Context: an optimization exercise on an open-source flow, tuned for small area. The choices shown serve that exercise and are no tape-out recipe.
Only simulation tests tie the RTL to the original design; equivalence was not proved.

## exp/violet
## linear_transfomation
module linear_transfomation (
	input			clock,
	input			rst_n,
	input			cal_begin,
	output			cal_valid,
	input  [11:0]	indata,
	output [11:0]	outdata,
	input  [11:0]	C00, C01, C02, C03, C04, C05, C06, C07, C08,
	input  [11:0]	C09, C10, C11, C12, C13, C14, C15, C16
);
Size: roughly 230 I/O pins.
==> flow/config.mk <==
export PLATFORM = sky130hd
export DESIGN_NAME = linear_transfomation
export DESIGN_NICKNAME = linear_transfomation
export VERILOG_FILES = /design/flow/design.v
export SDC_FILE = /design/flow/constraint.sdc
export NUM_CORES = 4
export LEC_CHECK = 0
export ABC_AREA = 0
export CAP_MARGIN = 20
export CORE_MARGIN = 2
export CORE_UTILIZATION = 65
export PLACE_DENSITY = 0.75
export SLEW_MARGIN = 20
==> flow/constraint.sdc <==
create_clock -name core_clock -period 5.5 [get_ports {clock}]
set_input_delay 1.1000 -clock core_clock [delete_from_list [all_inputs] [get_ports {clock}]]
set_output_delay 1.1000 -clock core_clock [all_outputs]
set_load 0.01 [all_outputs]
standard.sh (not shown) runs the stock make flow with config.mk's settings and CLKGATE_MAP_FILE= SYNTH_SCRIPT=/design/flow/synth_recipe.tcl, a recipe that flattens the netlist after the stock synthesis.
==> flow/flow/run.sh <==
#!/bin/bash
# Standard layout, with the port buffers made from the smallest buffer cell.
export BUFFER_PORTS_ARGS="-buffer_cell sky130_fd_sc_hd__buf_1"
bash standard.sh > standard.log 2>&1
[inputs] exp/umber vs exp/violet
- CORE_UTILIZATION changed from 65 to 40
- PLACE_DENSITY changed from 0.75 to 0.6
exp/umber and exp/violet all finish clean. Diff exp/violet -> exp/umber | minimum period implied by the final worst setup slack | decrease of 0.25 ns. exp/umber vs. exp/violet: HPWL after detailed placement decreased by about 1.7% relative to the old numbers; layout buffering overhead excluding clock cells decreased by 0.33 points relative to the old numbers; share of cells above drive strength 1 decreased by 1.2 points relative to the old numbers; clock insertion delay at the later pin of the skew report decreased by 0.02 ns relative to the old numbers. Changes observed in exp/umber relative to exp/violet: met1 wire length rose about 5%; placed cell count rose 89. Route | exp/umber vs exp/violet | wire shorter in exp/umber. The non-clock buffer count of exp/umber is lower than that of exp/violet.
The following lists how exp/sierra was set up differently from exp/umber:
==> flow/flow/run.sh <==
#!/bin/bash
# Standard layout, with the port buffers made from the smallest buffer cell,
# a clock tree of small buffers without dummy loads, and power (area)
# recovery on paths with positive slack.
export BUFFER_PORTS_ARGS="-buffer_cell sky130_fd_sc_hd__buf_1"
export CTS_ARGS="-sink_clustering_enable -repair_clock_nets -dont_use_dummy_load -buf_list {sky130_fd_sc_hd__clkbuf_4 sky130_fd_sc_hd__clkbuf_8}"
export RECOVER_POWER=100
bash standard.sh > standard.log 2>&1
==> results.txt <==
- In the metrics for exp/umber and exp/sierra, the one carrying the higher total routing resource utilization after global routing is exp/umber.
- Per the comparison of exp/sierra with exp/umber, proportion of cell area occupied by multi-input gates up 1.2 points; wire length of the first global-routing pass down 200 um; floorplan die area flat.
- Looking at exp/umber and exp/sierra, the detail-routed via count per cell is a wash.
## Diff of input files: exp/pepper against exp/sierra
- an added GPL_TIMING_DRIVEN of 0
diff --git a/flow/flow/run.sh b/flow/flow/run.sh
--- a/flow/flow/run.sh
+++ b/flow/flow/run.sh
@@ -5,3 +5,3 @@
 export BUFFER_PORTS_ARGS="-buffer_cell sky130_fd_sc_hd__buf_1"
-export CTS_ARGS="-sink_clustering_enable -repair_clock_nets -dont_use_dummy_load -buf_list {sky130_fd_sc_hd__clkbuf_4 sky130_fd_sc_hd__clkbuf_8}"
+export CTS_ARGS="-sink_clustering_enable -repair_clock_nets -dont_use_dummy_load -sink_clustering_size 30 -buf_list {sky130_fd_sc_hd__clkbuf_4 sky130_fd_sc_hd__clkbuf_8}"
 export RECOVER_POWER=100
--- outcome ---
- Diff exp/sierra..exp/pepper | relative area of clock buffers and inverters in the final design | negligible
- Relative to exp/sierra, post-placement worst setup slack has gone down in exp/pepper.
- NOTE routed wire length exp/sierra->exp/pepper decreased slightly
- exp/pepper leaves less setup margin than exp/sierra.
- Re layout overhead on the synthesized area: exp/sierra and exp/pepper aren't equal, and the higher value belongs to exp/pepper.
- As far as synthesized cell count goes, exp/pepper and exp/sierra are indistinguishable; the numbers are identical.
- Comparing exp/pepper with exp/sierra, the worst endpoint required time came out essentially unchanged.
## Diff of input files: exp/juniper against exp/pepper
- CORE_UTILIZATION: 40 -> 55
- PLACE_DENSITY: 0.6 -> 0.7
Notes after the runs:
exp/juniper: non-clock buffer count 2 below exp/pepper. Comparing exp/juniper and exp/pepper, the lower total wirelength of the detailed-routed design was measured on exp/juniper. For the first-iteration DRC count, exp/juniper came in about 12% lower than exp/pepper did. Of exp/juniper and exp/pepper, the higher cell count belongs to exp/pepper.

Setup of north:
Another version of the RTL of linear_transfomation (not shown whole).
Size: ~610 cells after synthesis, ~110 flip-flops, ~230 I/O pins, roughly 6100 um^2 of cells after synthesis.
export LEC_CHECK = 0
export ABC_AREA = 0
export CAP_MARGIN = 20
export CORE_MARGIN = 2
export CORE_UTILIZATION = 40
export PLACE_DENSITY = 0.6
export SLEW_MARGIN = 20
create_clock -name core_clock -period 5.5 [get_ports {clock}]
==> flow/flow/run.sh <==
#!/bin/bash
# Standard layout, with the port buffers made from the smallest buffer cell,
# a clock tree of small buffers without dummy loads, and power (area)
# recovery on paths with positive slack.
export BUFFER_PORTS_ARGS="-buffer_cell sky130_fd_sc_hd__buf_1"
export CTS_ARGS="-sink_clustering_enable -sink_clustering_size 40 -sink_clustering_max_diameter 300 -repair_clock_nets -dont_use_dummy_load -buf_list {sky130_fd_sc_hd__clkbuf_8 sky130_fd_sc_hd__clkbuf_16}"
export RECOVER_POWER=100
bash standard.sh > standard.log 2>&1
north: PASS, flow complete, no timing, DRC or antenna violations
Inputs modified between north and south:
==> flow/flow/run.sh <==
#!/bin/bash
# Standard layout, with the port buffers made from the smallest buffer cell,
# a clock tree of small buffers without dummy loads, and power (area)
# recovery on paths with positive slack.
export BUFFER_PORTS_ARGS="-buffer_cell sky130_fd_sc_hd__buf_1"
export CTS_ARGS="-sink_clustering_enable -repair_clock_nets -dont_use_dummy_load -buf_list {sky130_fd_sc_hd__clkbuf_4 sky130_fd_sc_hd__clkbuf_8}"
export RECOVER_POWER=100
bash standard.sh > standard.log 2>&1
==> results.txt <==
Slew at the pin closest to its max-slew limit ends up lower on north. south vs. north: detailed-route wire length per cell went down, total length of routed wires went down, final critical-path setup slack went down. Summary of south over north: amount of wire on met2 after detailed routing held steady; cell area after technology mapping essentially unchanged. Per the comparison of south with north, synthesized cell count neither gained nor lost much, cell area lost 100 um^2.

linear_transfomation, a different RTL version from the one above (not shown whole).
For scale: roughly 93 flip-flops, about 230 I/O pins.
## linear_transfomation
module linear_transfomation (
	input			clock,
	input			rst_n,
	input			cal_begin,
	output			cal_valid,
	input  [11:0]	indata,
	output [11:0]	outdata,
	input  [11:0]	C00, C01, C02, C03, C04, C05, C06, C07, C08,
	input  [11:0]	C09, C10, C11, C12, C13, C14, C15, C16
);
reg  [3:0]	cnt;		 
wire		ready = cnt[3] & cnt[0];
always @(posedge clock, negedge rst_n)
	if (~rst_n)			cnt <= 4'd0;
	else if (ready)		cnt <= cal_begin ? 4'd0 : 4'd9;
	else				cnt <= cnt + 4'd1;
assign cal_valid = ready & ~cal_begin;
reg [11:0]	x;
always @(posedge clock) x <= indata;
wire		full	= ~|x[7:0] & |x[11:8];
wire [3:0]	s		= x[11:8] - {3'd0, full};
wire [2:0]	j		= s[3:1];
wire [3:0]	e		= {1'b0, j} + {3'd0, s[0]};
wire [11:0]	o01		= j[0] ? C03 : C01;
wire [11:0]	o23		= j[0] ? C07 : C05;
wire [11:0]	o45		= j[0] ? C11 : C09;
wire [11:0]	o67		= j[0] ? C15 : C13;
wire [11:0]	o03		= j[1] ? o23 : o01;
wire [11:0]	o47		= j[1] ? o67 : o45;
wire [11:0]	codd	= j[2] ? o47 : o03;
wire [11:0]	e01		= e[0] ? C02 : C00;
wire [11:0]	e23		= e[0] ? C06 : C04;
  ...
clock: 5.5 ns
lec_check: 0
abc_area: 0
cap_margin: 20
core_margin: 2
core_utilization: 55
place_density: 0.7
slew_margin: 20
==> flow/flow/run.sh <==
#!/bin/bash
# Standard layout, with the port buffers made from the smallest buffer cell,
# a clock tree of small buffers without dummy loads, and power (area)
# recovery on paths with positive slack.
export BUFFER_PORTS_ARGS="-buffer_cell sky130_fd_sc_hd__buf_1"
export CTS_ARGS="-sink_clustering_enable -repair_clock_nets -dont_use_dummy_load -buf_list {sky130_fd_sc_hd__clkbuf_4 sky130_fd_sc_hd__clkbuf_8}"
export RECOVER_POWER=100
bash standard.sh > standard.log 2>&1
The first run finished clean.
Next try:
--- a/flow/flow/run.sh
+++ b/flow/flow/run.sh
@@ -5,3 +5,3 @@
 export BUFFER_PORTS_ARGS="-buffer_cell sky130_fd_sc_hd__buf_1"
-export CTS_ARGS="-sink_clustering_enable -repair_clock_nets -dont_use_dummy_load -buf_list {sky130_fd_sc_hd__clkbuf_4 sky130_fd_sc_hd__clkbuf_8}"
+export CTS_ARGS="-sink_clustering_enable -repair_clock_nets -dont_use_dummy_load -sink_clustering_size 30 -sink_clustering_max_diameter 100 -buf_list {sky130_fd_sc_hd__clkbuf_4 sky130_fd_sc_hd__clkbuf_8}"
 export RECOVER_POWER=100
- CORE_UTILIZATION: 55 -> 40
- PLACE_DENSITY: 0.7 -> 0.6
Effect: The new run finished with timing, DRC and antenna clean. Via count went down by a few percent. First-iteration DRC count went down by well over a third. Worst setup slack degrades by 0.024 ns. Clock-buffer cell count does not change. Wire length went down by a few percent. Die area went up by well over a third. Area after synthesis stays the same. Hold slack degrades by 0.022 ns. Utilization went down by 18 points.

what the ideal ports hide:
The results above use ideal ports. As a check the final layouts listed here were re-extracted and re-timed, cells and wires unchanged. Step 1 assumes that a clkbuf_16 drives the clock port and a buf_2 every other input. Step 2 also shifts input and output timing later by t, the mid clock arrival at the registers, as if the neighbouring blocks saw the same clock. Slacks: ideal ports / drivers / drivers and shift; pairs: ideal ports / drivers.
| run | t (ns) | slack for setup (ns) | latest minus earliest clock arrival (ns) | worst data-port slew with drivers (ns) |
|---|---|---|---|---|
| exp/violet | 0.393 | 0.114 / 0.114 / 0.114 | 0.019 / 0.020 | 0.06 |
| exp/umber | 0.386 | 0.367 / 0.367 / 0.367 | 0.012 / 0.011 | 0.08 |
| exp/sierra | 0.388 | 0.372 / 0.372 / 0.372 | 0.051 / 0.050 | 0.08 |
| exp/pepper | 0.397 | 0.135 / 0.135 / 0.135 | 0.047 / 0.046 | 0.07 |
| exp/juniper | 0.397 | 0.160 / 0.160 / 0.160 | 0.033 / 0.032 | 0.09 |
| north | 0.381 | 0.360 / 0.359 / 0.359 | 0.015 / 0.015 | 0.08 |
| south | 0.409 | 0.350 / 0.350 / 0.350 | 0.022 / 0.023 | 0.08 |
| the first run of note 3 | 0.390 | 0.282 / 0.282 / 0.282 | 0.031 / 0.031 | 0.10 |
| the second run of note 3 | 0.385 | 0.258 / 0.258 / 0.258 | 0.025 / 0.025 | 0.08 |
After both steps every run listed still meets setup and hold. The setup slack of north, which loses most, moves by -0.001 ns with the drivers and by -0.001 ns with both steps.
